What follows belongs to an exercise in optimizing a design on an open flow for small area; a production flow would make more cautious choices.
The RTL was checked by simulation tests, not by an equivalence proof against the original design.
In runs 1 and 3 to 6 the design's own scripts or RTL, not TritonCTS, make the clock network.
No driver is modelled on the clock port, so clock power and skew are understated where the tree is cut down; a real chip needs a root buffer or a tree.
Power figures rest on the tool's default switching activity, not on a simulated workload.

==> design/flow/config.mk <==
export PLATFORM = sky130hd
export DESIGN_NAME = lab6_top
export DESIGN_NICKNAME = lab6_top
export VERILOG_FILES = /design/flow/design.v
export SDC_FILE = /design/flow/constraint.sdc
export NUM_CORES = 4
export LEC_CHECK = 0
export ABC_AREA = 1
export CAP_MARGIN = 0
export CORE_MARGIN = 2
export CORE_UTILIZATION = 60
export PLACE_DENSITY = 0.8
export SLEW_MARGIN = 0
==> design/flow/constraint.sdc <==
create_clock -name core_clock -period 125.0 [get_ports {clk}]
set_input_delay 25.0000 -clock core_clock [delete_from_list [all_inputs] [get_ports {clk}]]
set_output_delay 25.0000 -clock core_clock [all_outputs]
set_load 0.01 [all_outputs]
==> design/flow/design.v <==
module seven_seg_display(input clk, input rst,
 input [3:0] digit,    
 input uscore,         
 output reg [3:0] cnt,
 output a, b, c, d, e, f, g,
 output [3:0] an
 );
always @(posedge clk)
  if (rst) cnt <= 4'd0;
  else cnt <= cnt + 4'd1;
assign an = {~(cnt[3] & cnt[2]), ~(cnt[3] & ~cnt[2]), ~(~cnt[3] & cnt[2]), ~(~cnt[3] & ~cnt[2])};
wire x3 = digit[3], x2 = digit[2], x1 = digit[1], x0 = digit[0];
wire sa = ~x3 & ~x1 & (x2 ^ x0);            
wire sb = x2 & (x1 ^ x0);                   
wire sc = ~x2 & x1 & ~x0;                   
wire sd = (x2 & ~x1 & ~x0) | (~x3 & ~x2 & ~x1 & x0) | (x2 & x1 & x0);  
wire se = x0 | (x2 & ~x1);                  
wire sf = ~x3 & ((~x2 & x0) | (~x2 & x1) | (x1 & x0));  
wire sg = (~x3 & ~x2 & ~x1) | (x2 & x1 & x0);         
assign a = sa | uscore;
assign b = sb | uscore;
assign c = sc | uscore;
assign d = sd & ~uscore;
assign e = se | uscore;
assign f = sf | uscore;
assign g = sg | uscore;
endmodule
module tracker(input clk, input rst, input pulse, input one_hz, input half_hz,
               input [1:0] sel,             
               output si,
               output reg [7:0] steps_per_sec,
               output reg [3:0] digit,
               output reg uscore);
reg p1, p2, p3, o1, o2, o3, h1, h2, h3;
always @(posedge clk) begin
  p1 <= pulse;   p2 <= p1; p3 <= p2;
  o1 <= one_hz;  o2 <= o1; o3 <= o2;
  h1 <= half_hz; h2 <= h1; h3 <= h2;
end
wire step = p2 & ~p3;
wire sec  = o2 & ~o3;
wire half = h2 & ~h3;
function [3:0] inc10(input [3:0] x);
  inc10 = {x[3] ? ~x[0] : (x[2] & x[1] & x[0]),
           x[2] ^ (x[1] & x[0]),
           (x[1] ^ x[0]) & ~x[3],
           ~x[0]};
endfunction
function nine(input [3:0] x);
  nine = x[3] & x[0];
endfunction
reg [3:0] s0, s1, s2, s3;
assign si = s0[3] & s0[1];
wire c0 = nine(s0);
wire c1 = c0 & nine(s1);
wire c2 = c1 & nine(s2);
wire all9 = c2 & nine(s3);    
always @(posedge clk) begin
  if (rst) begin
    s0 <= 4'd0; s1 <= 4'd0; s2 <= 4'd0; s3 <= 4'd0;
  end else if (step) begin
    if (all9) s0 <= 4'b1011;
    else begin
      s0 <= inc10(s0);
      if (c0) s1 <= inc10(s1);
      if (c1) s2 <= inc10(s2);
      if (c2) s3 <= inc10(s3);
    end
  end
end
reg [9:0] lq;
reg half_mile;
reg [3:0] m0, m1;
wire lq_last = lq[9] & ~|lq[8:0];
wire mile_step = lq_last & (s1[0] | s1[1] | s1[2]);
always @(posedge clk) begin
  if (rst) begin
    lq <= 10'b1000000000; half_mile <= 1'b0; m0 <= 4'd0; m1 <= 4'd0;
  end else if (step) begin
    lq <= {lq[8:0], lq[9] ^ lq[6] ^ ~|lq[8:0]};
    if (mile_step) begin
      half_mile <= ~half_mile;
      if (half_mile) begin
        m0 <= inc10(m0);
        if (nine(m0)) m1 <= inc10(m1);
      end
    end
  end
end
reg [7:0] scount;
reg ge64;   
wire gt32 = ge64 | (scount[5] & (|scount[4:0]));
always @(posedge clk) begin
  if (rst) begin
    scount <= 8'd0; ge64 <= 1'b0; steps_per_sec <= 8'd0;
  end else if (sec) begin
    scount <= 8'd0; ge64 <= 1'b0; steps_per_sec <= scount;
  end else if (step) begin
    scount <= scount + 8'd1;
    if (&scount[5:0]) ge64 <= 1'b1;
  end
end
reg [3:0] nsec, nact;
always @(posedge clk) begin
  if (rst) begin
    nsec <= 4'd0; nact <= 4'd0;
  end else if (sec & ~nine(nsec)) begin
    nsec <= nsec + 4'd1;
    if (gt32) nact <= nact + 4'd1;
  end
end
reg [5:0] run;
reg [3:0] t0, t1, t2, t3;
wire is59 = ~run[5] & run[4] & ~run[3] & ~run[1] & ~run[0];
wire is60 = run[5] & ~run[4] & ~run[2] & ~run[1] & ~run[0];
wire t1c6 = t1[3] | t1[2];    
wire [3:0] t1add6 = {~t1[2] & t1[1],
                     ~t1[2] & ~t1[1],
                     (~t1[3] & ~t1[2] & ~t1[1]) | (t1[2] & t1[1]),
                     t1[0]};    
wire u0 = nine(t0);
wire u1 = nine(t1);
wire u2 = nine(t2);
always @(posedge clk) begin
  if (rst) begin
    run <= 6'd0; t0 <= 4'd0; t1 <= 4'd0; t2 <= 4'd0; t3 <= 4'd0;
  end else if (sec) begin
    if (!ge64) run <= 6'd0;
    else begin
      if (!is60) run <= {run[4:0], ~(run[5] ^ run[4])};
      if (is59) begin
        t1 <= t1add6;
        if (t1c6) begin
          t2 <= inc10(t2);
          if (u2) t3 <= inc10(t3);
        end
      end else if (is60) begin
        t0 <= inc10(t0);
        if (u0) begin
          t1 <= inc10(t1);
          if (u1) begin
            t2 <= inc10(t2);
            if (u2) t3 <= inc10(t3);
          end
        end
      end
    end
  end
end
reg [1:0] state;
always @(posedge clk)
  if (rst) state <= 2'd0;
  else if (half) state <= state + 2'd1;
always @(*) begin
  uscore = 1'b0;
  case (state)
    2'd0: case (sel)
            2'd0: digit = s0;
            2'd1: digit = s1;
            2'd2: digit = s2;
            default: digit = s3;
          endcase
    2'd1: case (sel)
            2'd0: digit = {1'b0, half_mile, 1'b0, half_mile};
            2'd1: begin digit = 4'd0; uscore = 1'b1; end
            2'd2: digit = m0;
            default: digit = m1;
          endcase
    2'd2: digit = (sel == 2'd0) ? nact : 4'd0;
    default: case (sel)
            2'd0: digit = t0;
            2'd1: digit = t1;
            2'd2: digit = t2;
            default: digit = t3;
          endcase
  endcase
end
endmodule
module lab6_top(clk, rst, pulse, one_hz, half_hz, si, steps_per_sec, a, b, c, d, e, f, g, an);
input clk, rst;
input pulse, one_hz, half_hz;  
output si, a, b, c, d, e, f, g;
output [3:0] an;
output [7:0] steps_per_sec;
wire [1:0] state;
wire [3:0] digit;
wire uscore;
wire [3:0] cnt;
tracker tracker_inst(.clk(clk), .rst(rst), .pulse(pulse), .one_hz(one_hz), .half_hz(half_hz),
                     .sel(cnt[3:2]), .si(si), .steps_per_sec(steps_per_sec),
                     .digit(digit), .uscore(uscore));
seven_seg_display seven_seg_display_inst(.clk(clk), .rst(rst), .digit(digit), .uscore(uscore),
                     .cnt(cnt), .a(a), .b(b), .c(c), .d(d), .e(e), .f(f), .g(g), .an(an));
endmodule
==> design/flow/flow/run.sh <==
#!/bin/bash
# Own layout flow: the standard flow with an area-oriented ABC script (best of several seeds), no separate adder mapping, plain buf_1 port
# buffers and a two-level inverter clock tree in place of the one CTS builds. Each tool's output is kept in its own log here.
set -euo pipefail
W=$PWD
export OWN_WORK=$W
export OWN_ABC_SCRIPT=$W/flow/abc.scr
export OWN_ABC_SEEDS="1 2 3 4 5 6 7 8 9 10 11 12"
export POST_CTS_TCL=$W/flow/cts_post.tcl
bash standard.sh SYNTH_SCRIPT=$W/flow/synth.tcl \
  ADDER_MAP_FILE= "BUFFER_PORTS_ARGS=-buffer_cell sky130_fd_sc_hd__buf_1" \
  "CTS_ARGS=$(cat $W/flow/cts_args)" \
  finish > $W/flow_make.log 2>&1
==> design/flow/flow/abc.scr <==
strash
&get -n
&deepsyn -T 20 -S @SEED@
&dch -f
&nf -R 1000 -p -F 8 -A 8
&put
strash
&get -n
&dch -f
&nf -R 1000 -p -F 8 -A 8
&put
strash
&get -n
&dch -f
&nf -R 1000 -p -F 8 -A 8
&put
==> design/flow/flow/adapt.tcl <==
# Try clock trees from the smallest up; keep the first whose estimated worst flip-flop
# clock-pin slew is below the target.
proc own_max_clk_slew {} {
  set ms 0
  foreach p [get_pins -hierarchical */CLK] {
    set s [get_property $p slew_max]
    if { $s > $ms } { set ms $s }
  }
  return $ms
}
proc own_adaptive_tree {target candidates} {
  foreach c $candidates {
    lassign $c rm lm n
    own_clock_tree $rm $lm $n
    estimate_parasitics -placement
    set s [own_max_clk_slew]
    puts "own clock tree $rm + $n x $lm: estimated worst clock-pin slew [format %.4f $s] ns"
    if { $s < $target } { return $c }
  }
  error "no clock tree candidate met the slew target"
}
==> design/flow/flow/cts_args <==
-sink_clustering_enable -repair_clock_nets -dont_use_dummy_load -buf_list sky130_fd_sc_hd__clkbuf_8
==> design/flow/flow/cts_post.tcl <==
source $::env(OWN_WORK)/flow/owntree.tcl
source $::env(OWN_WORK)/flow/adapt.tcl
set_propagated_clock [all_clocks]
set own_tree [own_adaptive_tree 0.118 {
  {sky130_fd_sc_hd__inv_2 sky130_fd_sc_hd__inv_8 4}
  {sky130_fd_sc_hd__inv_4 sky130_fd_sc_hd__inv_8 4}
  {sky130_fd_sc_hd__inv_4 sky130_fd_sc_hd__inv_12 3}
  {sky130_fd_sc_hd__inv_4 sky130_fd_sc_hd__inv_8 5}
  {sky130_fd_sc_hd__inv_6 sky130_fd_sc_hd__inv_8 5}
  {sky130_fd_sc_hd__inv_4 sky130_fd_sc_hd__inv_12 4}
  {sky130_fd_sc_hd__inv_6 sky130_fd_sc_hd__inv_12 4}
  {sky130_fd_sc_hd__inv_6 sky130_fd_sc_hd__inv_16 4}
}]
puts "own clock tree chosen: $own_tree"
detailed_placement
check_placement -verbose
estimate_parasitics -placement
report_clock_skew
==> design/flow/flow/owntree.tcl <==
# Replace the clock tree that CTS built with a two-level inverter tree:
# clk port -> one root inverter -> nleaf leaf inverters -> flip-flop clock pins.
# Leaves drive flip-flop groups found by k-means on the flip-flop positions.
proc own_clock_tree {root_master leaf_master nleaf} {
  set db [ord::get_db]
  set block [ord::get_db_block]
  set clknet [[$block findBTerm clk] getNet]
  set sinks {}
  foreach inst [$block getInsts] {
    if {[[$inst getMaster] isSequential]} {
      foreach it [$inst getITerms] {
        if {[[$it getMTerm] getName] == "CLK"} { lappend sinks $it }
      }
    }
  }
  # remove the cells CTS added and their nets
  foreach inst [$block getInsts] {
    set n [$inst getName]
    if {[string match clkbuf_* $n] || [string match clkload* $n]} { odb::dbInst_destroy $inst }
  }
  foreach net [$block getNets] {
    if {[string match clknet_* [$net getName]]} { odb::dbNet_destroy $net }
  }
  # sink positions
  set pts {}
  foreach it $sinks {
    set b [[$it getInst] getBBox]
    lappend pts [list [expr {([$b xMin]+[$b xMax])/2}] [expr {([$b yMin]+[$b yMax])/2}]]
  }
  set n [llength $pts]
  # k-means, seeded with points spread along the sorted order
  set order [lsort -integer -index 0 $pts]
  set cent {}
  for {set k 0} {$k < $nleaf} {incr k} { lappend cent [lindex $order [expr {int(($k+0.5)*$n/$nleaf)}]] }
  set cap [expr {int(ceil(double($n)/$nleaf)) + 2}]
  for {set iter 0} {$iter < 30} {incr iter} {
    # balanced assignment: greedy by distance with a size cap
    set pairs {}
    for {set i 0} {$i < $n} {incr i} {
      set p [lindex $pts $i]
      for {set k 0} {$k < $nleaf} {incr k} {
        set c [lindex $cent $k]
        lappend pairs [list [expr {abs([lindex $p 0]-[lindex $c 0]) + abs([lindex $p 1]-[lindex $c 1])}] $i $k]
      }
    }
    set pairs [lsort -integer -index 0 $pairs]
    set asg [lrepeat $n -1]
    set cnt [lrepeat $nleaf 0]
    foreach pr $pairs {
      lassign $pr d i k
      if {[lindex $asg $i] >= 0 || [lindex $cnt $k] >= $cap} continue
      lset asg $i $k
      lset cnt $k [expr {[lindex $cnt $k] + 1}]
    }
    set sx [lrepeat $nleaf 0]; set sy [lrepeat $nleaf 0]
    for {set i 0} {$i < $n} {incr i} {
      set k [lindex $asg $i]; set p [lindex $pts $i]
      lset sx $k [expr {[lindex $sx $k] + [lindex $p 0]}]
      lset sy $k [expr {[lindex $sy $k] + [lindex $p 1]}]
    }
    set cent {}
    for {set k 0} {$k < $nleaf} {incr k} {
      set c [expr {max(1,[lindex $cnt $k])}]
      lappend cent [list [expr {[lindex $sx $k]/$c}] [expr {[lindex $sy $k]/$c}]]
    }
  }
  # build the tree
  set rootm [$db findMaster $root_master]
  set leafm [$db findMaster $leaf_master]
  set rnet [odb::dbNet_create $block clknet_root]
  $rnet setSigType CLOCK
  set root [odb::dbInst_create $block $rootm clkbuf_root]
  [$root findITerm A] connect $clknet
  [$root findITerm Y] connect $rnet
  set rx 0; set ry 0
  for {set k 0} {$k < $nleaf} {incr k} {
    set net [odb::dbNet_create $block "clknet_leaf_$k"]
    $net setSigType CLOCK
    set inst [odb::dbInst_create $block $leafm "clkbuf_leaf_$k"]
    [$inst findITerm A] connect $rnet
    [$inst findITerm Y] connect $net
    set c [lindex $cent $k]
    $inst setLocation [lindex $c 0] [lindex $c 1]
    $inst setPlacementStatus PLACED
    incr rx [lindex $c 0]; incr ry [lindex $c 1]
  }
  for {set i 0} {$i < $n} {incr i} {
    set it [lindex $sinks $i]
    $it disconnect
    $it connect [$block findNet "clknet_leaf_[lindex $asg $i]"]
  }
  $root setLocation [expr {$rx/$nleaf}] [expr {$ry/$nleaf}]
  $root setPlacementStatus PLACED
}
==> design/flow/flow/synth.tcl <==
# The standard flow's synthesis (synth_recipe.tcl, sourced unchanged) with ABC's technology mapping run on a
# stronger area-recovery script: deepsyn with a few random seeds, keeping the smallest result.
# Registers are mapped before ABC and are left as they are.
proc abc {args} {
  set i [lsearch -exact $args -script]
  set lib_args {}
  foreach lib $::env(LIB_FILES) { lappend lib_args -liberty $lib }
  yosys design -save own_pre
  set best_area -1
  foreach seed $::env(OWN_ABC_SEEDS) {
    yosys design -load own_pre
    set scr [file join $::env(OBJECTS_DIR) own_abc_$seed.script]
    set fh [open $::env(OWN_ABC_SCRIPT) r]
    set body [string map [list @SEED@ $seed] [read $fh]]
    close $fh
    set fh [open $scr w]; puts -nonewline $fh $body; close $fh
    if { $i >= 0 } { lset args [expr { $i + 1 }] $scr }
    yosys abc {*}$args
    set rpt [file join $::env(OBJECTS_DIR) own_abc_$seed.stat]
    yosys tee -q -o $rpt stat {*}$lib_args
    set fh [open $rpt r]; set txt [read $fh]; close $fh
    regexp {Chip area for module[^:]*:\s*([0-9.]+)} $txt -> area
    puts "own abc seed $seed: area $area"
    if { $best_area < 0 || $area < $best_area } {
      set best_area $area
      yosys design -save own_best
    }
  }
  yosys design -load own_best
  puts "own abc: kept area $best_area"
}
source $::env(OWN_WORK)/synth_recipe.tcl
==> design/flow/standard.sh <==
#!/bin/bash
# synth_recipe.tcl (not shown) runs the flow's synth.tcl, then flattens the netlist and writes it again
# the make line also repeats each setting of config.mk as NAME=value (left out here)
make -C /OpenROAD-flow-scripts/flow DESIGN_CONFIG=/design/flow/config.mk WORK_HOME=/design/flow/orfs CLKGATE_MAP_FILE= SYNTH_SCRIPT=/design/flow/synth_recipe.tcl "${@:-finish}"
==> impl_metrics.csv, run 1 <==
group,metric,value,unit
route,num_vias,3176,
power_and_ir_drop,power.leakage,1.48,nW
route,via_per_inst,6.07,
timing,max_clock_freq,36.0,MHz
global_routing,overflow,0,
global_routing,grt_pass1_wl,12800,um
global_routing,gr-usage-all-layers,23.3,%
timing,period_share,22.2,%
global_routing,grt_max_degree,41,
yosys,synth_top_area_share,52.3,%
worst_setup_path,cp_common_cell,"nand2_1",
route,wl_per_cell,14.7,um
yosys,synth_compound_area_share,26.3,%
yosys,seq_area_frac_synth,52.3,%
clock_tree,clock_latency,240,ps
yosys,synth_warnings,2,
final_layout,diodes,0,
worst_setup_path,slowest_stage,"nor2b_1",
global_routing,grt_pass1_vias,2831,
worst_setup_path,cp.arrival,2790,ps
route,ant_nets,0,
yosys,yosys.area.top_type,"dfxtp_1",
yosys,synthTopCellsByArea,"dfxtp_1, a21oi_1, a22o_1",
route,drt_wl_total,7690,um
yosys,synthAdderAreaFrac,0,%
timing,setup_tns,0,ps
worst_setup_path,cp-start-kind,"register",
yosys,mappedNetlistNets,422,
die,fp.dieW,82.7,um
worst_setup_path,worst-setup-path-type,"register to primary output",
yosys,synth_edf_count,0,
timing,fin_crit,27790,ps
worst_setup_path,setup.worst_path.end_class,"primary output",
global_routing,antenna_found_initial,0,
route,dr.pass1.iters,4,
worst_setup_path,path_cells,"nor2b_1, clkinv_1, o22ai_1, nor2_1, o21ai_0, nand2_1, nor2_1, and2_0, a21o_1, nand2_1, nand2_1, buf_1",
yosys,synth_xor_area_share,0,%
route,drc_errors,0,
route,drt_iter0_drc,170,
die,io_pins,25,
yosys,yosys.area_share.simple,20.6,%
placement,port_buffers,24,
timing,hold_viol,0,
placement,placedCellCount,517,
clock_tree,cts.sinks,97,
final_layout,final_cell_area,3970,um^2
timing,setup-violations-final,0,
placement,dpl.hpwl,5360,um
worst_setup_path,crit_required,100000,ps
final_layout,drive_gt1_share,1.56,%
yosys,synth_top_family_by_area,"compound AO/OA/AOI/OAI gates",
final_layout,final_common_cell,"dfxtp_1",
clock_tree,clk_pin_slew,100,ps
yosys,avgSynthCellArea,8.91,um^2
power_and_ir_drop,p_total,0.0000466,W
flow_run,max_cap_viol_count,0,
timing,fin_skew,22.4,ps
placement,place_area,3910,um^2
die,initial_utilization,62.4,%
die,dieArea,6830,um^2
worst_setup_path,worstPathMaxFanout,9,
power_and_ir_drop,powerDensity,11.8,nW/um^2
yosys,ys_ff_latch,97,
timing,slew_headroom,39.7,%
final_layout,nNetsFinal,455,
yosys,netlist_area,3710,um^2
yosys,synthFlopType,"dfxtp_1",
die,coreArea,5960,um^2
final_layout,syn2layout_area_growth,6.84,%
final_layout,final_util,66.6,%
yosys,ys_types,33,
final_layout,stdcell_count,523,
run_status,status,"no timing/DRC/antenna violations",
placement,place_congestion,0.848,
power_and_ir_drop,ir_worst_vdd,9.00,uV
min_path,hp-class,"register to register",
final_layout,final_cell_mix,"dfxtp_1, a21oi_1, nor2_1",
die,row_count,28,
timing,slew_violations,0,
yosys,synthCells,417,
yosys,async_reset_ff_share,0,%
yosys,muxShareOfSynthArea,0,%
timing,rsz0062_at_grt,"no",
timing,worstMarginPinSlew,902,ps
worst_setup_path,slowest_delay,550,ps
die,die_h,82.7,um
## final cells by class
type | count | area (um^2)
multi-input cells | 312 | 1740
fillers | 521 | 1990
flip-flops and latches | 97 | 1940
repair buffers | 25 | 97.6
inverters | 14 | 92.6
well taps | 75 | 93.8
## worst max-delay path, delay by kind of cell, from the launching register on
family	cells	cell delay (ps)
flip-flops	1	380
buffers and inverters	2	450
AND/OR/NAND/NOR	7	1250
AO/OA/AOI/OAI	3	500
## where the power goes
group / internal [W] / switching (W) / total (W) / leakage, nW
clock: 0.00000153 / 0.0000103 / 0.0000118 / 0.0347
combinational: 0.00000104 / 0.00000212 / 0.00000316 / 0.660
sequential: 0.0000313 / 0.000000350 / 0.0000317 / 0.786
## per-stage QoR
stage / hold slack [ps] / worst slack (ps)
floorplan: 310 / 97820
global placement: 310 / 97710
detailed placement: 318 / 97500
global route: 339 / 96910
finish: 326 / 97210
## synth_stat cells (6+ instances only)
cell	number
nand2_1	23
o21ai_0	41
a211oi_1	6
nor2b_1	8
and2_0	12
nor3_1	29
and3_1	20
nand3_1	6
clkinv_1	8
a22oi_1	7
o22ai_1	8
a22o_1	24
nor2_1	44
a21oi_1	54
dfxtp_1	97
## final timing paths
| check | startpoint | endpoint | slack (ps) | depth (start not counted) |
|---|---|---|---|---|
| setup / recovery | seven_seg_display_inst.cnt[3]$_SDFF_PP0_ | a | 97210 | 12 |
| hold / removal | tracker_inst.o1$_DFF_P_ | tracker_inst.o2$_DFF_P_ | 330 | 0 |
| setup reg to reg | tracker_inst.o2$_DFF_P_ | tracker_inst.t3[3]$_SDFFE_PP0P_ | 121320 | 11 |
| hold reg to reg | tracker_inst.o1$_DFF_P_ | tracker_inst.o2$_DFF_P_ | 330 | 0 |
## metal layers
metal  part of all wire (%)  routed length (um)  GRT usage [%]
met1                     49                3770           32.1
met2                     46                3550           39.8
met3                    3.6                 280           3.37
met4                    1.2                  93           3.44
met5                      0                   0              0
## kinds of logic after synthesis
kind of cell / count (synthesis)
AOI/OAI and AO/OA: 157
buffers and inverters: 8
and+or+nand+nor: 155
DFF: 97
## registers in the layout, summed over array words and instances, names as in the netlist, 6 cells and up
register	flops
tracker_inst.steps_per_sec	8
tracker_inst.lq	10
tracker_inst.scount	8
tracker_inst.run	6
==> inputs of run 2 (changes only) <==
--- a/design/flow/config.mk
+++ b/design/flow/config.mk
@@ -8,6 +8,6 @@
 export ABC_AREA = 1
 export CAP_MARGIN = 0
 export CORE_MARGIN = 2
-export CORE_UTILIZATION = 60
-export PLACE_DENSITY = 0.8
+export CORE_UTILIZATION = 85
+export PLACE_DENSITY = 0.95
 export SLEW_MARGIN = 0
==> run 2 against run 1 <==
Net effect:
- the flow now stops in global placement
- area after synthesis up 0.20%
- synthesized cell count is 0.48% lower
==> impl_metrics.csv, run 2 <==
group,metric,value,unit
yosys,synth_edf_count,0,
yosys,synthTopCellsByArea,"dfxtp_1, a21oi_1, nor2_1",
die,io_pins,25,
yosys,mappedNetlistNets,420,
yosys,yosys-top-cells-count,"dfxtp_1, a21oi_1, nor2_1",
run_status,error,"[ERROR GPL-0301] Utilization 101.875 % exceeds 100%.",
die,row_count,24,
yosys,async_reset_ff_share,0,%
yosys,synth_warnings,2,
run_status,status,"did not finish",
die,initial_utilization,86.7,%
yosys,synthFlopType,"dfxtp_1",
placement,port_buffers,24,
yosys,ys_ff_latch,97,
yosys,yosys.area.top_type,"dfxtp_1",
yosys,synthCells,415,
die,die_h,70.2,um
run_status,failing_step,"global placement",
yosys,seq_area_frac_synth,52.2,%
yosys,synth_top_area_share,52.2,%
yosys,ys_types,38,
die,fp.dieW,70.2,um
yosys,synth.most_common_cell,"dfxtp_1",
yosys,avgSynthCellArea,8.97,um^2
yosys,netlist_area,3720,um^2
run 2: cell families after synthesis:
| group | Yosys count | share of synthesized area, % |
|---|---|---|
| compound gates | 139 | 23.9 |
| xor+xnor | 2 | 0.471 |
| buf+inv | 7 | 0.706 |
| flops | 97 | 52.2 |
| simple gates | 170 | 22.7 |
==> inputs of run 3 (changes only) <==
--- a/design/flow/config.mk
+++ b/design/flow/config.mk
@@ -8,6 +8,6 @@
 export ABC_AREA = 1
 export CAP_MARGIN = 0
 export CORE_MARGIN = 2
-export CORE_UTILIZATION = 85
-export PLACE_DENSITY = 0.95
+export CORE_UTILIZATION = 75
+export PLACE_DENSITY = 0.9
 export SLEW_MARGIN = 0
==> run 3 against run 2 <==
Net effect:
- the run now finishes clean
- area after synthesis decreased by 0.20%
- synthesized cell count increased by 0.48%
==> impl_metrics.csv, run 3 <==
group,metric,value,unit
run_status,status,"no timing/DRC/antenna violations",
die,die_h,74.4,um
timing,period_share,22.2,%
worst_setup_path,cp.arrival,2810,ps
route,drc_errors,0,
power_and_ir_drop,p_total,0.0000461,W
route,drt_wl_total,8110,um
final_layout,final_cell_mix,"dfxtp_1, a21oi_1, nor2_1",
timing,fin_crit,27810,ps
final_layout,drive_gt1_share,1.12,%
final_layout,nFillCells,312,
yosys,avgSynthCellArea,8.91,um^2
yosys,yosys-top-cells-count,"dfxtp_1, a21oi_1, nor2_1",
final_layout,nNetsFinal,453,
worst_setup_path,worst-setup-path-type,"register to primary output",
yosys,synth.most_common_cell,"dfxtp_1",
placement,place_area,3890,um^2
placement,port_buffers,24,
route,via_per_inst,6.43,
clock_tree,clock_latency,230,ps
timing,holdWs,338,ps
final_layout,final_common_cell,"dfxtp_1",
global_routing,gr-usage-all-layers,29.6,%
flow_run,max_cap_viol_count,0,
yosys,synth_edf_count,0,
power_and_ir_drop,p_seq_share,68.7,%
final_layout,syn2layout_area_growth,6.37,%
power_and_ir_drop,powerDensity,11.7,nW/um^2
power_and_ir_drop,clockPowerShare,24.4,%
timing,slew_headroom,38.8,%
clock_tree,cts.sinks,97,
timing,worstMarginPinSlew,911,ps
die,io_pins,25,
final_layout,final_cell_area,3950,um^2
yosys,ys_types,33,
timing,max_clock_freq,36.0,MHz
placement,dpl.hpwl,5580,um
route,drt_iter0_drc,376,
final_layout,diodes,0,
global_routing,antenna_found_initial,0,
worst_setup_path,cp-start-kind,"register",
yosys,synthCells,417,
worst_setup_path,setup.worst_path.end_class,"primary output",
power_and_ir_drop,power.leakage,1.47,nW
die,initial_utilization,78.1,%
power_and_ir_drop,p_comb_share,6.9,%
power_and_ir_drop,netSwitchingPower,0.0000123,W
route,ant_nets,0,
global_routing,grt_pass1_vias,2891,
timing,setup_tns,0,ps
global_routing,grt_pass1_wl,13100,um
timing,fin_skew,9.74,ps
timing,slew_violations,0,
die,row_count,25,
power_and_ir_drop,intPower,0.0000338,W
yosys,synthTopCellsByArea,"dfxtp_1, a21oi_1, a22o_1",
die,fp.dieW,74.4,um
final_layout,largestRegisters,"tracker_inst.lq: 10 flops, tracker_inst.scount: 8 flops, tracker_inst.steps_per_sec: 8 flops",
power_and_ir_drop,ir_worst_vdd,14.8,uV
yosys,seq_area_frac_synth,52.3,%
worst_setup_path,ff2ff_setup_slack,121260,ps
yosys,synth_warnings,2,
yosys,yosys.area.top_type,"dfxtp_1",
yosys,mappedNetlistNets,422,
power_and_ir_drop,sw_frac_of_total,26.8,%
worst_setup_path,crit_required,100000,ps
timing,hold_viol,0,
route,dr.pass1.iters,5,
die,dieArea,5530,um^2
placement,placedCellCount,509,
worst_setup_path,worstPathMaxFanout,9,
route,wl_per_cell,15.8,um
die,coreArea,4750,um^2
min_path,hp-class,"register to register",
yosys,async_reset_ff_share,0,%
global_routing,overflow,0,
yosys,synthFlopType,"dfxtp_1",
final_layout,largest_reg_flops,10,
final_layout,stdcell_count,513,
route,num_vias,3299,
global_routing,grt_max_degree,41,
yosys,ys_ff_latch,97,
timing,rsz0062_at_grt,"no",
timing,setup-violations-final,0,
clock_tree,clk_pin_slew,110,ps
placement,place_congestion,0.916,
yosys,netlist_area,3710,um^2
yosys,synth_top_area_share,52.3,%
final_layout,top_register,"tracker_inst.lq",
[run 3: cell types whose count changed after synthesis, sizes merged, moves of 4 or more]
| cell | before | now |
|---|---|---|
| o21ai | 20 | 41 |
| a22o | 20 | 24 |
| o21a | 11 | 3 |
| nor2 | 53 | 44 |
| nor3 | 37 | 29 |
| nand2 | 17 | 23 |
[run 3: worst paths after layout]
check             cells past startpoint                                     start                         endpoint
setup / recovery                     12  seven_seg_display_inst.cnt[3]$_SDFF_PP0_                                a
setup reg to reg                     11                   tracker_inst.o2$_DFF_P_  tracker_inst.t3[3]$_SDFFE_PP0P_
hold reg to reg                       0                   tracker_inst.o1$_DFF_P_          tracker_inst.o2$_DFF_P_
hold / removal                        0                   tracker_inst.o1$_DFF_P_          tracker_inst.o2$_DFF_P_
[run 3: critical path: stages (launching register included)]
cell and delay, ps:
dfxtp_1 410, nor2b_1 530, clkinv_1 300, o22ai_1 210, nor2_1 60, o21ai_0 140, nand2_1 140, nor2_1 210
and2_0 180, a21o_1 120, nand2_1 60, nand2_1 70, buf_1 150
[run 3: cell type report]
cell class                      instances  area, um^2  area share [%]
Tap cell                               67        83.8            2.12
Timing Repair Buffer                   25        97.6            2.47
Sequential cell                        97        1940            49.2
Multi-Input combinational cell        312        1740            44.1
Inverter                               12        85.1            2.15
[run 3: stage by stage]
step	worst slack, ps	utilization (%)
final	97190	83.1
after detailed placement	97560	81.9
after global routing	96980	83.1
after floorplan	97820	-
after global placement	97700	81.9
[run 3: routing by layer]
metal  global-route usage, %  routed length, um
met5                       0                  0
met4                    7.14                114
met3                    3.66                445
met2                    51.5               3970
met1                    39.5               3580
[run 3: kinds of logic (layout without fill, tap and decap cells)]
family | count (synthesis) | count (layout) | share of synthesized area, %
simple gates | 155 | 155 | 20.6
compound gates | 157 | 157 | 26.3
buf+inv | 8 | 37 | 0.809
flops | 97 | 97 | 52.3
[run 3: power by group through the flow]
stage	Combinational, W	Sequential (W)	Clock, W
after global placement	0.00000300	0.0000323	0
after detailed placement	0.00000312	0.0000324	0
after floorplan	0.00000210	0.0000323	0
after global routing	0.00000356	0.0000318	0.0000123
final	0.00000318	0.0000317	0.0000113
==> inputs of run 4 (changes only) <==
--- a/design/flow/flow/run.sh
+++ b/design/flow/flow/run.sh
@@ -5,7 +5,7 @@
 W=$PWD
 export OWN_WORK=$W
 export OWN_ABC_SCRIPT=$W/flow/abc.scr
-export OWN_ABC_SEEDS="1 2 3 4 5 6 7 8 9 10 11 12"
+export OWN_ABC_SEEDS="1 2 3 4 5 6 7 8 9 10 11 12 13 14 15 16 17 18 19 20 21 22 23 24"
 export POST_CTS_TCL=$W/flow/cts_post.tcl
 bash standard.sh SYNTH_SCRIPT=$W/flow/synth.tcl \
   ADDER_MAP_FILE= "BUFFER_PORTS_ARGS=-buffer_cell sky130_fd_sc_hd__buf_1" \
==> run 4 against run 3 <==
Net effect:
- final cell count unchanged
- hold slack stayed put
- clock skew did not move
- first-iteration DRC count is the same
- global-route usage unchanged
- critical path type unchanged
- largest power group unchanged
- highest routed layer unchanged
==> impl_metrics.csv, run 4 <==
group,metric,value,unit
run_status,status,"no timing/DRC/antenna violations",
worst_setup_path,ff2ff_setup_slack,121260,ps
yosys,synth.most_common_cell,"dfxtp_1",
final_layout,diodes,0,
worst_setup_path,crit_start,"seven_seg_display_inst.cnt[3]$_SDFF_PP0_",
final_layout,largestRegisters,"tracker_inst.lq: 10 flops, tracker_inst.scount: 8 flops, tracker_inst.steps_per_sec: 8 flops",
yosys,synthTopCellsByArea,"dfxtp_1, a21oi_1, a22o_1",
global_routing,gr-usage-all-layers,29.6,%
power_and_ir_drop,powerDensity,11.7,nW/um^2
timing,slew_headroom,38.8,%
placement,place_congestion,0.916,
final_layout,final_cell_mix,"dfxtp_1, a21oi_1, nor2_1",
timing,fin_skew,9.74,ps
route,drt_iter0_drc,376,
power_and_ir_drop,power.leakage,1.47,nW
final_layout,largest_reg_flops,10,
yosys,synth_top_area_share,52.3,%
worst_setup_path,worstPathMaxFanout,9,
worst_setup_path,critPathCapture,"a",
yosys,avgSynthCellArea,8.91,um^2
placement,dpl.hpwl,5580,um
global_routing,grt_pass1_vias,2891,
global_routing,grt_pass1_wl,13100,um
worst_setup_path,regToRegStartpoint,"tracker_inst.o2$_DFF_P_",
clock_tree,clock_latency,230,ps
route,via_per_inst,6.43,
timing,worstMarginPinSlew,911,ps
die,fp.dieW,74.4,um
route,wl_per_cell,15.8,um
die,die_h,74.4,um
yosys,seq_area_frac_synth,52.3,%
timing,hold_viol,0,
yosys,synth_warnings,2,
worst_setup_path,crit_required,100000,ps
global_routing,grt_max_degree,41,
die,initial_utilization,78.1,%
placement,port_buffers,24,
yosys,synth_edf_count,0,
route,num_vias,3299,
worst_setup_path,cp-start-kind,"register",
timing,max_clock_freq,36.0,MHz
die,coreArea,4750,um^2
yosys,async_reset_ff_share,0,%
clock_tree,clk_pin_slew,110,ps
timing,setup-violations-final,0,
timing,fin_crit,27810,ps
flow_run,max_cap_viol_count,0,
route,dr.pass1.iters,5,
worst_setup_path,setup.worst_path.end_class,"primary output",
timing,period_share,22.2,%
worst_setup_path,cp.arrival,2810,ps
worst_setup_path,regToRegEndpoint,"tracker_inst.t3[3]$_SDFFE_PP0P_",
final_layout,nFillCells,312,
final_layout,syn2layout_area_growth,6.37,%
timing,setup_tns,0,ps
yosys,mappedNetlistNets,422,
yosys,synthFlopType,"dfxtp_1",
global_routing,antenna_found_initial,0,
die,io_pins,25,
power_and_ir_drop,ir_worst_vdd,14.8,uV
timing,holdWs,338,ps
timing,slew_violations,0,
yosys,netlist_area,3710,um^2
final_layout,drive_gt1_share,1.12,%
yosys,ys_ff_latch,97,
yosys,synthCells,417,
route,drt_wl_total,8110,um
yosys,ys_types,33,
yosys,yosys-top-cells-count,"dfxtp_1, a21oi_1, nor2_1",
final_layout,final_common_cell,"dfxtp_1",
global_routing,overflow,0,
min_path,hp-class,"register to register",
final_layout,top_register,"tracker_inst.lq",
final_layout,nNetsFinal,453,
clock_tree,cts.sinks,97,
worst_setup_path,r2r_cells,11,
yosys,yosys.area.top_type,"dfxtp_1",
worst_setup_path,worst-setup-path-type,"register to primary output",
route,ant_nets,0,
die,dieArea,5530,um^2
timing,rsz0062_at_grt,"no",
die,row_count,25,
route,drc_errors,0,
run 4: cell counts in the layout (fill, tap and decap cells not counted):
Identical to the previous run, type by type.
run 4: worst min path at each step:
stage | startpoint | to | slack [ps] | depth (start not counted)
5_1_grt | tracker_inst.o1$_DFF_P_ | tracker_inst.o2$_DFF_P_ | 340 | 0
3_3_place_gp | tracker_inst.o1$_DFF_P_ | tracker_inst.o2$_DFF_P_ | 310 | 0
2_1_floorplan | tracker_inst.h1$_DFF_P_ | tracker_inst.h2$_DFF_P_ | 310 | 0
3_5_place_dp | tracker_inst.o1$_DFF_P_ | tracker_inst.o2$_DFF_P_ | 310 | 0
6_report | tracker_inst.o1$_DFF_P_ | tracker_inst.o2$_DFF_P_ | 340 | 0
run 4: layout make-up:
type | instances | area, um^2 | area share (%)
Timing Repair Buffer | 25 | 97.6 | 2.47
Tap cell | 67 | 83.8 | 2.12
Sequential cell | 97 | 1940 | 49.2
Multi-Input combinational cell | 312 | 1740 | 44.1
Inverter | 12 | 85.1 | 2.15
run 4: metal layers:
metal | global-route usage [%] | wire, um
met5 | 0 | 0
met3 | 3.66 | 445
met4 | 7.14 | 114
met1 | 39.5 | 3580
met2 | 51.5 | 3970
run 4: logic make-up after synthesis:
kind of cell,after synthesis,share of synthesized area [%]
compound gates,157,26.3
simple gates,155,20.6
flops,97,52.3
buf+inv,8,0.809
run 4: where the power goes:
group / leakage [nW] / switching [W] / total [W] / internal, W
clock: 0.0263 / 0.00000985 / 0.0000113 / 0.00000140
sequential: 0.786 / 0.000000369 / 0.0000317 / 0.0000313
combinational: 0.660 / 0.00000213 / 0.00000318 / 0.00000104
total: 1.47 / 0.0000123 / 0.0000461 / 0.0000338
run 4: worst max-delay path, stage by stage, from the launching register on:
cell and delay [ps]:
dfxtp_1 410, nor2b_1 530, clkinv_1 300, o22ai_1 210, nor2_1 60, o21ai_0 140, nand2_1 140, nor2_1 210
and2_0 180, a21o_1 120, nand2_1 60, nand2_1 70, buf_1 150
run 4: metrics by stage:
stage	power, W	std cells	area [um^2]	setup slack (ps)	util [%]
finish	0.0000461	513	3950	97190	83.1
floorplan	0.0000344	417	3710	97820	-
global route	0.0000476	513	3950	96980	83.1
global placement	0.0000353	509	3890	97700	81.9
detailed placement	0.0000355	509	3890	97560	81.9
==> inputs of run 5 (changes only) <==
--- a/design/flow/design.v
+++ b/design/flow/design.v
@@ -104,8 +104,8 @@
 always @(posedge clk) begin
   if (rst) begin
     nsec <= 4'd0; nact <= 4'd0;
-  end else if (sec & ~nine(nsec)) begin
-    nsec <= nsec + 4'd1;
+  end else if (sec & ~(nsec[3] & nsec[2])) begin
+    nsec <= {nsec[2:0], ~(nsec[3] ^ nsec[0])};
     if (gt32) nact <= nact + 4'd1;
   end
 end
--- a/design/flow/flow/run.sh
+++ b/design/flow/flow/run.sh
@@ -5,7 +5,7 @@
 W=$PWD
 export OWN_WORK=$W
 export OWN_ABC_SCRIPT=$W/flow/abc.scr
-export OWN_ABC_SEEDS="1 2 3 4 5 6 7 8 9 10 11 12 13 14 15 16 17 18 19 20 21 22 23 24"
+export OWN_ABC_SEEDS="1 2 3 4 5 6 7 8 9 10 11 12"
 export POST_CTS_TCL=$W/flow/cts_post.tcl
 bash standard.sh SYNTH_SCRIPT=$W/flow/synth.tcl \
   ADDER_MAP_FILE= "BUFFER_PORTS_ARGS=-buffer_cell sky130_fd_sc_hd__buf_1" \
==> run 5 against run 4 <==
Net effect:
- register-to-register slack gained 200 ps
- sequential power is essentially flat
- critical path depth shrank 1
- sequential cell count is the same
- critical path type unchanged
- largest power group unchanged
- wire length grew 4.6%
- maximum frequency shrank 0.64%
- final cell count shrank 0.19%
- area after synthesis grew 0.81%
- sequential share of layout area shrank 0.39 points
- core utilization grew 0.66 points
- combinational power grew 7.9%
- worst setup slack lost 180 ps
==> impl_metrics.csv, run 5 <==
group,metric,value,unit
run_status,status,"no timing/DRC/antenna violations",
placement,dp_slack,97350,ps
timing,fin_skew,13.4,ps
yosys,yosys-top-cells-count,"dfxtp_1, nor2_1, a21oi_1",
yosys,async_reset_ff_share,0,%
worst_setup_path,worst-setup-path-type,"register to primary output",
die,dieArea,5570,um^2
yosys,synth_edf_count,0,
timing,period_share,22.4,%
worst_setup_path,critPathBufInv,2,
worst_setup_path,cp_common_cell,"o21ai_0",
worst_setup_path,path_cells,"nor2b_1, clkinv_1, nor2_1, nor3_1, o21ai_0, o21ai_0, a211o_1, o21ai_0, o21ai_0, o31ai_1, buf_1",
worst_setup_path,cp.arrival,2980,ps
worst_setup_path,setup.worst_path.end_class,"primary output",
timing,hold_viol,0,
final_layout,diodes,0,
yosys,synthTopCellsByArea,"dfxtp_1, a21oi_1, a22o_1",
min_path,hp-class,"register to register",
final_layout,nFillCells,288,
power_and_ir_drop,powerDensity,11.7,nW/um^2
route,dr.pass1.iters,5,
yosys,ys_ff_latch,97,
global_routing,antenna_found_initial,0,
route,via_per_inst,6.48,
worst_setup_path,crit_family,"compound AO/OA/AOI/OAI gates",
placement,dpl.hpwl,5830,um
timing,slew_violations,0,
yosys,netlist_area,3740,um^2
final_layout,syn2layout_area_growth,6.35,%
global_routing,grt_pass1_wl,13700,um
clock_tree,clk_pin_slew,110,ps
timing,slew_headroom,30.3,%
power_and_ir_drop,p_total,0.0000464,W
yosys,ys_types,39,
yosys,seq_area_frac_synth,51.9,%
timing,holdWs,355,ps
global_routing,grt_pass1_vias,2988,
route,drt_iter0_drc,265,
global_routing,gr-usage-all-layers,31.4,%
final_layout,final_cell_mix,"dfxtp_1, nor2_1, a21oi_1",
yosys,synth_top_area_share,51.9,%
final_layout,drive_gt1_share,1.35,%
die,die_h,74.7,um
yosys,synthFlopType,"dfxtp_1",
yosys,mappedNetlistNets,421,
timing,postLayoutSetupSlackWorst,97020,ps
global_routing,grt_max_degree,62,
timing,worstMarginPinSlew,1040,ps
route,ant_nets,0,
die,fp.dieW,74.7,um
worst_setup_path,slowest_delay,550,ps
placement,place_congestion,0.896,
global_routing,overflow,0,
route,wl_per_cell,16.6,um
yosys,synth.most_common_cell,"dfxtp_1",
placement,port_buffers,24,
power_and_ir_drop,power.leakage,1.51,nW
timing,max_clock_freq,35.7,MHz
flow_run,max_cap_viol_count,0,
final_layout,top_register,"tracker_inst.lq",
final_layout,final_common_cell,"dfxtp_1",
clock_tree,clock_latency,230,ps
timing,rsz0062_at_grt,"no",
timing,setup-violations-final,0,
power_and_ir_drop,ir_worst_vdd,8.91,uV
die,initial_utilization,78.7,%
route,drt_wl_total,8480,um
worst_setup_path,slowest_stage,"nor2b_1",
yosys,synthCells,416,
timing,setup_tns,0,ps
worst_setup_path,worstPathMaxFanout,8,
final_layout,final_util,83.7,%
die,coreArea,4750,um^2
timing,fin_crit,27980,ps
worst_setup_path,cp-start-kind,"register",
worst_setup_path,crit_required,100000,ps
route,num_vias,3318,
clock_tree,cts.sinks,97,
final_layout,largest_reg_flops,10,
final_layout,largestRegisters,"tracker_inst.lq: 10 flops, tracker_inst.scount: 8 flops, tracker_inst.steps_per_sec: 8 flops",
worst_setup_path,ff2ff_setup_slack,121460,ps
die,io_pins,25,
yosys,avgSynthCellArea,9.00,um^2
route,drc_errors,0,
yosys,yosys.area.top_type,"dfxtp_1",
final_layout,nNetsFinal,452,
yosys,synth_warnings,2,
die,row_count,25,
-- run 5: power by group --
part           switching (W)  leakage (nW)  internal, W
Sequential       0.000000379         0.786    0.0000313
Clock             0.00000988        0.0263   0.00000141
Combinational     0.00000225         0.692   0.00000118
-- run 5: cells by family after synthesis --
family,Yosys count,synth area share [%]
xor gates and xnor gates,3,0.702
muxes,2,0.568
buffers and inverters,7,0.702
DFF,97,51.9
and+or+nand+nor,167,21.8
AOI/OAI and AO/OA,140,24.3
-- run 5: routing by layer --
layer | vias up | wire length (um) | part of all wire, % | track usage, %
met1 | 1573 | 3570 | 42 | 40.7
met3 | 21 | 500 | 5.9 | 4.42
li1 | 1608 | - | - | -
met2 | 116 | 4220 | 50 | 55.2
met4 | 0 | 190 | 2.2 | 8.73
met5 | - | 0 | 0 | 0
-- run 5: worst register-to-register path: stages, from the launching register on --
cell	delay [ps]
dfxtp_1	350
nand2b_1	160
nor4_1	400
nor2b_1	440
and3_1	300
and2_0	200
nor2_1	100
nor2_1	220
and2_0	420
and3_1	280
and2_0	260
a21oi_1	110
a211oi_1	220
-- run 5: final timing paths --
check,start,endpoint,cells after the start
setup / recovery,seven_seg_display_inst.cnt[3]$_SDFF_PP0_,a,11
hold / removal,tracker_inst.h1$_DFF_P_,tracker_inst.h2$_DFF_P_,0
setup reg to reg,tracker_inst.run[4]$_SDFFE_PP0P_,tracker_inst.t3[3]$_SDFFE_PP0P_,12
hold reg to reg,tracker_inst.h1$_DFF_P_,tracker_inst.h2$_DFF_P_,0
-- run 5: per-stage QoR --
stage	cells	cell area, um^2
2_1_floorplan	416	3740
3_3_place_gp	508	3930
3_5_place_dp	508	3930
5_1_grt	512	3980
6_report	512	3980
-- run 5: layout make-up --
| cell class | count | area (um^2) | area share (%) |
|---|---|---|---|
| sequential | 97 | 1940 | 48.8 |
| tap | 67 | 83.8 | 2.11 |
| inverter | 11 | 81.3 | 2.04 |
| timing repair buffer | 25 | 98.8 | 2.48 |
| multi-input combinational | 312 | 1780 | 44.6 |
==> inputs of run 6 (changes only) <==
--- a/design/flow/design.v
+++ b/design/flow/design.v
@@ -88,24 +88,25 @@
   end
 end
 reg [7:0] scount;
-reg ge64;   
+reg over128;
+wire ge64 = over128 | scount[7] | scount[6];
 wire gt32 = ge64 | (scount[5] & (|scount[4:0]));
 always @(posedge clk) begin
   if (rst) begin
-    scount <= 8'd0; ge64 <= 1'b0; steps_per_sec <= 8'd0;
+    scount <= 8'd0; over128 <= 1'b0; steps_per_sec <= 8'd0;
   end else if (sec) begin
-    scount <= 8'd0; ge64 <= 1'b0; steps_per_sec <= scount;
-  end else if (step) begin
-    scount <= scount + 8'd1;
-    if (&scount[5:0]) ge64 <= 1'b1;
+    scount <= 8'd0; over128 <= 1'b0; steps_per_sec <= scount;
+  end else begin
+    if (step) scount <= scount + 8'd1;
+    if (scount[7]) over128 <= 1'b1;
   end
 end
 reg [3:0] nsec, nact;
 always @(posedge clk) begin
   if (rst) begin
     nsec <= 4'd0; nact <= 4'd0;
-  end else if (sec & ~(nsec[3] & nsec[2])) begin
-    nsec <= {nsec[2:0], ~(nsec[3] ^ nsec[0])};
+  end else if (sec & ~nine(nsec)) begin
+    nsec <= nsec + 4'd1;
     if (gt32) nact <= nact + 4'd1;
   end
 end
==> run 6 against run 5 <==
Net effect:
- still clean on timing, DRC and antenna
- hold slack got worse by 15 ps
- sequential cell count did not move
- clock power barely moved
- wire length fell by 6.5%
- maximum frequency fell by 0.71%
- first-iteration DRC count rose by 26%
- critical endpoint is now f
==> impl_metrics.csv, run 6 <==
group,metric,value,unit
final_layout,nNetsFinal,443,
placement,placedCellCount,499,
route,wl_per_cell,15.8,um
global_routing,antenna_found_initial,0,
worst_setup_path,worstPathMaxFanout,9,
timing,fin_skew,11.0,ps
yosys,yosys-top-cells-count,"dfxtp_1, nor2_1, a21oi_1",
timing,slew_headroom,33.2,%
timing,fin_crit,28180,ps
timing,setup-violations-final,0,
die,dieArea,5530,um^2
yosys,avgSynthCellArea,9.12,um^2
timing,hold_viol,0,
final_layout,top_register,"tracker_inst.lq",
route,drt_wl_total,7930,um
yosys,mappedNetlistNets,412,
worst_setup_path,worst-setup-path-type,"register to primary output",
yosys,ys_ff_latch,97,
yosys,yosys.area.top_type,"dfxtp_1",
worst_setup_path,slowest_stage,"nor2b_1",
die,die_h,74.4,um
route,num_vias,3256,
final_layout,final_cell_area,3950,um^2
power_and_ir_drop,ir_worst_vdd,11.9,uV
route,drc_errors,0,
clock_tree,clk_pin_slew,110,ps
power_and_ir_drop,powerDensity,11.7,nW/um^2
final_layout,final_cell_mix,"dfxtp_1, nor2_1, a21oi_1",
final_layout,stdcell_count,503,
final_layout,final_common_cell,"dfxtp_1",
min_path,worstHoldStart,"tracker_inst.o1$_DFF_P_",
yosys,seq_area_frac_synth,52.3,%
placement,dpl.hpwl,5550,um
final_layout,nFillCells,313,
yosys,ys_types,39,
die,fp.dieW,74.4,um
run_status,status,"no timing/DRC/antenna violations",
global_routing,overflow,0,
flow_run,max_cap_viol_count,0,
placement,port_buffers,24,
final_layout,diodes,0,
die,initial_utilization,78.1,%
yosys,synth_top_area_share,52.3,%
route,ant_nets,0,
die,io_pins,25,
worst_setup_path,setup.worst_path.end_class,"primary output",
worst_setup_path,cp_common_cell,"o21ai_0",
global_routing,grt_pass1_vias,2856,
global_routing,grt_max_degree,64,
yosys,async_reset_ff_share,0,%
final_layout,syn2layout_area_growth,6.40,%
yosys,synthCells,407,
power_and_ir_drop,power.leakage,1.43,nW
clock_tree,cts.sinks,97,
worst_setup_path,cp.arrival,3180,ps
yosys,synth_edf_count,0,
yosys,synth_warnings,2,
final_layout,largest_reg_flops,10,
worst_setup_path,path_cells,"nor2b_1, clkinv_1, o221ai_1, o21ai_0, a32oi_1, o21ai_0, or2_0, a21oi_1, nor3_1, buf_1",
clock_tree,clock_latency,230,ps
worst_setup_path,cp-start-kind,"register",
timing,period_share,22.5,%
worst_setup_path,crit_start,"seven_seg_display_inst.cnt[3]$_SDFF_PP0_",
yosys,synthTopCellsByArea,"dfxtp_1, a21oi_1, a22o_1",
worst_setup_path,slowest_delay,570,ps
worst_setup_path,crit_required,100000,ps
global_routing,gr-usage-all-layers,29.3,%
route,dr.pass1.iters,5,
global_routing,grt_pass1_wl,12800,um
worst_setup_path,regToRegStartpoint,"tracker_inst.scount[7]$_SDFFE_PP0P_",
final_layout,largestRegisters,"tracker_inst.lq: 10 flops, tracker_inst.scount: 8 flops, tracker_inst.steps_per_sec: 8 flops",
placement,place_congestion,0.852,
min_path,hp-class,"register to register",
yosys,synthFlopType,"dfxtp_1",
timing,rsz0062_at_grt,"no",
route,via_per_inst,6.47,
yosys,synth.most_common_cell,"dfxtp_1",
timing,setup_tns,0,ps
timing,slew_violations,0,
placement,place_area,3900,um^2
timing,max_clock_freq,35.5,MHz
route,drt_iter0_drc,334,
die,row_count,25,
yosys,netlist_area,3710,um^2
timing,worstMarginPinSlew,998,ps
die,coreArea,4750,um^2
final_layout,drive_gt1_share,1.38,%
run 6: cell types whose count changed in the layout (fill, tap and decap cells not counted), moves of 2 or more:
cell and change:
xor2_1 +3, o21a_1 +2, xnor2_1 -3, a211oi_1 -2, nor3b_1 +2, and2_0 +4, a21oi_1 -4, nor3_1 +3
nor2b_1 -2, nand3_1 -3, nand2_1 -4, a31oi_1 -2, o21bai_1 -3, nand2b_1 -2
run 6: cells by family after synthesis:
kind of cell	after synthesis	share of synthesized area, %
simple gates	165	22.0
xor+xnor	3	0.708
flops	97	52.3
buf+inv	6	0.606
compound gates	136	24.4
run 6: where the power goes:
part	switching, W	internal, W
sequential	0.000000390	0.0000313
combinational	0.00000228	0.00000111
clock	0.00000973	0.00000140
run 6: critical path: cells and delay by family (launching register included):
| family | cells | cell delay, ps |
|---|---|---|
| DFF | 1 | 400 |
| buffers and inverters | 2 | 450 |
| and+or+nand+nor | 3 | 950 |
| AOI/OAI and AO/OA | 5 | 1160 |
run 6: final cells by class:
class	count	area [um^2]	share of cell area [%]
flip-flops and latches	97	1940	49.1
multi-input cells	304	1750	44.3
repair buffers	25	98.8	2.50
well taps	67	83.8	2.12
inverters	10	77.6	1.96
run 6: worst paths after layout:
path | to | slack, ps | depth (start not counted)
hold / removal | tracker_inst.o2$_DFF_P_ | 340 | 0
hold reg to reg | tracker_inst.o2$_DFF_P_ | 340 | 0
setup reg to reg | tracker_inst.t3[3]$_SDFFE_PP0P_ | 121340 | 11
setup / recovery | f | 96820 | 10
run 6: metrics by stage:
| stage | util (%) | hold slack, ps | setup slack [ps] | total power, W |
|---|---|---|---|---|
| after detailed placement | 81.9 | 318 | 97220 | 0.0000357 |
| after floorplan | - | 310 | 97570 | 0.0000344 |
| after global placement | 81.9 | 311 | 97420 | 0.0000355 |
| final | 83.1 | 339 | 96820 | 0.0000462 |
| after global routing | 83.1 | 351 | 96520 | 0.0000478 |
run 6: metal layers:
layer / part of all wire, % / vias to the layer above / GRT usage (%)
li1: - / 1591 / -
met3: 5.1 / 28 / 4.34
met2: 49 / 115 / 51.4
met4: 2.6 / 0 / 7.74
met1: 43 / 1522 / 37.8
met5: 0 / - / 0

[re-timing with driven ports]
In the flow no input, the clock included, has a driving cell. The finished layouts below were timed again as built, in two steps.
Step 1, drivers: a clkbuf_16 drives clk and a buf_2 each remaining input, both assumed.
Step 2 also shifts input and output timing later by t, the mid clock arrival at the registers, as if the neighbouring blocks saw the same clock.
Three values: no drivers, after step 1, after step 2; two values: the first two.
| run | t (ns) | setup slack, ns | cell pins on the clock port's net |
|---|---|---|---|
| run 1 | 0.261 | 97.210 / 97.177 / 97.438 | 1 |
| run 3 | 0.263 | 97.195 / 97.155 / 97.417 | 1 |
| run 4 | 0.263 | 97.195 / 97.155 / 97.417 | 1 |
| run 5 | 0.256 | 97.016 / 96.980 / 97.236 | 1 |
| run 6 | 0.259 | 96.816 / 96.781 / 97.040 | 1 |
After both steps setup and hold are still met in every run listed.
